What follows belongs to an exercise in optimizing a design on an open flow for small area; a production flow would make more cautious choices. Function was checked by simulation only, so behaviour that the tests miss may differ from the original. Power is estimated from default activity; no workload was simulated.

Design top_module, start of the top module:
module top_module(
	input wire floor1_btn,
	input wire floor2_btn,
	input wire floor3_btn,
	input wire floor4_btn,
	output reg floor1_led,
	output reg floor2_led,
	output reg floor3_led,
	output reg floor4_led,
	output reg door_open_led,
	output reg door_close_led,
	input wire door_open_sw,
	input wire door_close_sw,
	input clk,
	input wire rst,
	output reg [10:0] display_floor,
	input wire call_btn,
	output reg call_led1,
	output reg call_led2,
	input wire out1_up_sw,
	input wire out2_up_sw,
	input wire out2_down_sw,
	input wire out3_up_sw,
	input wire out3_down_sw,
	input wire out4_down_sw,
	output reg out1_up_led,
	output reg out2_up_led,
	output reg out2_down_led,
	output reg out3_up_led,
	output reg out3_down_led,
	output reg out4_down_led,
	input wire led_out_test_sw
    );
Size: about 560 cells after synthesis, about 97 flip-flops, ~41 I/O pins, roughly 4400 µm² of cells after synthesis.
Settings: LEC_CHECK=0, CAP_MARGIN=20, CORE_MARGIN=2, CORE_UTILIZATION=40, SLEW_MARGIN=20; clock period 10.0 ns.
standard.sh (not shown) runs the stock make flow with config.mk's settings and CLKGATE_MAP_FILE= SYNTH_SCRIPT=/design/flow/synth_recipe.tcl, a recipe that flattens the netlist after the stock synthesis.
==> flow/flow/run.sh <==
#!/bin/bash
# The standard ORFS layout (standard.sh) with three changes:
#  - synthesis maps the logic with an area-oriented ABC script (synth_area.tcl,
#    area.abc); yosys's steps, registers and names are those of synth_recipe.tcl
#  - ports are buffered with the smallest buffer
#  - clock tree: 8x clock buffers, no dummy loads
# Each tool's output is in orfs/logs/; make's output in standard.log.
F=$PWD/flow
bash standard.sh \
  SYNTH_SCRIPT=$F/synth_area.tcl AREA_ABC_SCRIPT=$F/area.abc \
  BUFFER_PORTS_ARGS="-buffer_cell sky130_fd_sc_hd__buf_1" \
  CTS_ARGS="-sink_clustering_enable -repair_clock_nets -dont_use_dummy_load -buf_list sky130_fd_sc_hd__clkbuf_8" \
  ${EXTRA_MAKE_ARGS:-} finish > standard.log 2>&1
==> flow/flow/area.abc <==
strash
&get -n
&deepsyn -T 30
&put
dch -f
amap
topo
==> flow/flow/synth_area.tcl <==
# synth_recipe.tcl with an area-oriented ABC mapping in place of ORFS's
# delay-oriented one: the same yosys steps, registers and names; only the
# combinational logic between the registers is mapped differently.
proc synth {args} { yosys synth -nofsm -noshare {*}$args }
proc abc {args} {
  puts "area ABC script: $::env(AREA_ABC_SCRIPT)"
  set out {}
  set skip 0
  foreach a $args {
    if { $skip } { set skip 0; continue }
    if { $a eq "-script" || $a eq "-D" || $a eq "-constr" } { set skip 1; continue }
    lappend out $a
  }
  yosys abc -script $::env(AREA_ABC_SCRIPT) {*}$out
}
source $::env(SCRIPTS_DIR)/synth.tcl
# left out here: clear keep_hierarchy, flatten, clean up, hide names made inside functions, write 1_2_yosys.v
Edit:
--- a/flow/flow/run.sh
+++ b/flow/flow/run.sh
@@ -11,3 +11,3 @@
   BUFFER_PORTS_ARGS="-buffer_cell sky130_fd_sc_hd__buf_1" \
-  CTS_ARGS="-sink_clustering_enable -repair_clock_nets -dont_use_dummy_load -buf_list sky130_fd_sc_hd__clkbuf_8" \
+  CTS_ARGS="-sink_clustering_enable -repair_clock_nets -dont_use_dummy_load -buf_list sky130_fd_sc_hd__clkbuf_16 -sink_clustering_size 30" \
   ${EXTRA_MAKE_ARGS:-} finish > standard.log 2>&1
The new run finished clean.
Synthesized area increases slightly.
Critical path depth went up by 4.
Register-to-register slack loses 0.02 ns.
Flip-flop and latch count does not change.
Power rose by a quarter to a third.
Non-clock buffer count climbs by 1.
Clock-buffer cell count stays the same.
Design area came out higher by a few percent.
Via count drops slightly.
Edit:
==> flow/flow/run.sh (replaced) <==
#!/bin/bash
# The standard ORFS layout (standard.sh) with three changes:
#  - synthesis maps the logic with an area-oriented ABC script (synth_area.tcl),
#    best of a few &deepsyn seeds, and leaves adders to ABC (no half-adder
#    extraction); yosys's steps, registers and names are those of
#    synth_recipe.tcl
#  - ports are buffered with the smallest buffer
#  - clock tree: 8x clock buffers, no dummy loads
# Each tool's output is in orfs/logs/; make's output in standard.log.
F=$PWD/flow
bash standard.sh \
  SYNTH_SCRIPT=$F/synth_area.tcl AREA_ABC_SEEDS=8 AREA_ABC_SECS=30 ADDER_MAP_FILE= \
  BUFFER_PORTS_ARGS="-buffer_cell sky130_fd_sc_hd__buf_1" \
  CTS_ARGS="-sink_clustering_enable -repair_clock_nets -dont_use_dummy_load -buf_list sky130_fd_sc_hd__clkbuf_8" \
  ${EXTRA_MAKE_ARGS:-} finish > standard.log 2>&1
--- a/flow/flow/synth_area.tcl
+++ b/flow/flow/synth_area.tcl
@@ -3,13 +3,42 @@
 # combinational logic between the registers is mapped differently.
+# The mapping tries a few seeds of ABC's &deepsyn and keeps the netlist with
+# the smallest cell area.
 proc synth {args} { yosys synth -nofsm -noshare {*}$args }
 proc abc {args} {
-  puts "area ABC script: $::env(AREA_ABC_SCRIPT)"
   set out {}
+  set libs {}
   set skip 0
+  set prev ""
   foreach a $args {
-    if { $skip } { set skip 0; continue }
+    if { $skip } { set skip 0; set prev $a; continue }
     if { $a eq "-script" || $a eq "-D" || $a eq "-constr" } { set skip 1; continue }
+    if { $prev eq "-liberty" } { lappend libs -liberty $a }
     lappend out $a
+    set prev $a
   }
-  yosys abc -script $::env(AREA_ABC_SCRIPT) {*}$out
+  set seeds [expr { [info exists ::env(AREA_ABC_SEEDS)] ? $::env(AREA_ABC_SEEDS) : 4 }]
+  set secs [expr { [info exists ::env(AREA_ABC_SECS)] ? $::env(AREA_ABC_SECS) : 30 }]
+  yosys design -save pre_abc
+  set best -1
+  for { set s 0 } { $s < $seeds } { incr s } {
+    yosys design -load pre_abc
+    set f $::env(OBJECTS_DIR)/area_$s.abc
+    set fh [open $f w]
+    puts $fh "strash\n&get -n\n&deepsyn -S $s -T $secs\n&put\ndch -f\namap\ntopo"
+    close $fh
+    yosys abc -script $f {*}$out
+    set rpt $::env(OBJECTS_DIR)/area_$s.txt
+    yosys tee -q -o $rpt stat {*}$libs
+    set fh [open $rpt r]
+    set txt [read $fh]
+    close $fh
+    regexp {Chip area for module '[^']*': ([0-9.]+)} $txt -> area
+    puts "area ABC seed $s: $area"
+    if { $best < 0 || $area < $best } {
+      set best $area
+      yosys design -save best_abc
+    }
+  }
+  yosys design -load best_abc
+  puts "area ABC best: $best"
 }
removed: flow/flow/area.abc
Cell area falls by 11%; count of clock-buffer cells in the layout stays the same; setup slack improved by 0.34 ns; combinational power goes down by 59%; non-clock buffer count shrinks by 1; global-route usage is lower by 1.2 points; routed wire length falls by about 12%; cell count came out lower by 8.9%; synthesized cell count shrinks by about 10%; via count decreases by 8.6%.
Edit:
==> flow/flow/run.sh (replaced) <==
#!/bin/bash
# The standard ORFS layout (standard.sh) with three changes:
#  - synthesis maps the logic with an area-oriented ABC script (synth_area.tcl,
#    area.abc); yosys's steps, registers and names are those of synth_recipe.tcl
#  - ports are buffered with the smallest buffer
#  - clock tree: 8x clock buffers, no dummy loads
# Each tool's output is in orfs/logs/; make's output in standard.log.
F=$PWD/flow
bash standard.sh \
  SYNTH_SCRIPT=$F/synth_area.tcl AREA_ABC_SCRIPT=$F/area.abc \
  BUFFER_PORTS_ARGS="-buffer_cell sky130_fd_sc_hd__buf_1" \
  CTS_ARGS="-sink_clustering_enable -repair_clock_nets -dont_use_dummy_load -buf_list sky130_fd_sc_hd__clkbuf_8" \
  ${EXTRA_MAKE_ARGS:-} finish > standard.log 2>&1
==> flow/flow/area.abc (new file) <==
strash
&get -n
&deepsyn -T 120
&put
dch -f
amap
topo
==> flow/flow/synth_area.tcl (replaced) <==
# synth_recipe.tcl with an area-oriented ABC mapping in place of ORFS's
# delay-oriented one: the same yosys steps, registers and names; only the
# combinational logic between the registers is mapped differently.
proc synth {args} { yosys synth -nofsm -noshare {*}$args }
proc abc {args} {
  puts "area ABC script: $::env(AREA_ABC_SCRIPT)"
  set out {}
  set skip 0
  foreach a $args {
    if { $skip } { set skip 0; continue }
    if { $a eq "-script" || $a eq "-D" || $a eq "-constr" } { set skip 1; continue }
    lappend out $a
  }
  yosys abc -script $::env(AREA_ABC_SCRIPT) {*}$out
}
source $::env(SCRIPTS_DIR)/synth.tcl
# left out here: clear keep_hierarchy, flatten, clean up, hide names made inside functions, write 1_2_yosys.v
Effect:
- register-to-register slack is about the same
- via count grows by 13%
- final area rises by 9.6%
- worst hold slack improved by 0.0089 ns
- clock skew hardly moves
- cell count went up by 10%
- clock power hardly moves
- utilization decreases by 0.53 points
- setup slack gets worse by 0.57 ns

-- re-timing with driven ports --
Ports are ideal in the flow. The routed layouts listed here were re-timed in OpenROAD. Step 1 sets driving cells, clkbuf_16 on the clock port and buf_2 on the other inputs (assumed; they add their load-dependent delay and slew). Step 2 adds t to the input delays and takes it off the output delays; t is the mean of the earliest and latest rising clock arrival at the registers after step 1. Input paths then give back, and output paths get back, about the clock's delay inside the block. Slacks: no drivers / after step 1 / after step 2; pairs: no drivers / after step 1.
run	t (ns)	setup slack, ns	clock arrival spread, ns	worst register clock-pin slew, ns	worst data-port slew with drivers (ns)
the first run	0.381	5.272 / 5.242 / 5.623	0.023 / 0.024	0.09 / 0.09	0.03
the second run	0.368	5.443 / 5.407 / 5.696	0.011 / 0.011	0.06 / 0.06	0.03
the third run	0.387	5.779 / 5.747 / 6.133	0.032 / 0.031	0.10 / 0.10	0.03
the fourth run	0.388	5.212 / 5.177 / 5.565	0.029 / 0.029	0.09 / 0.09	0.03
After both steps every run listed still meets setup and hold.
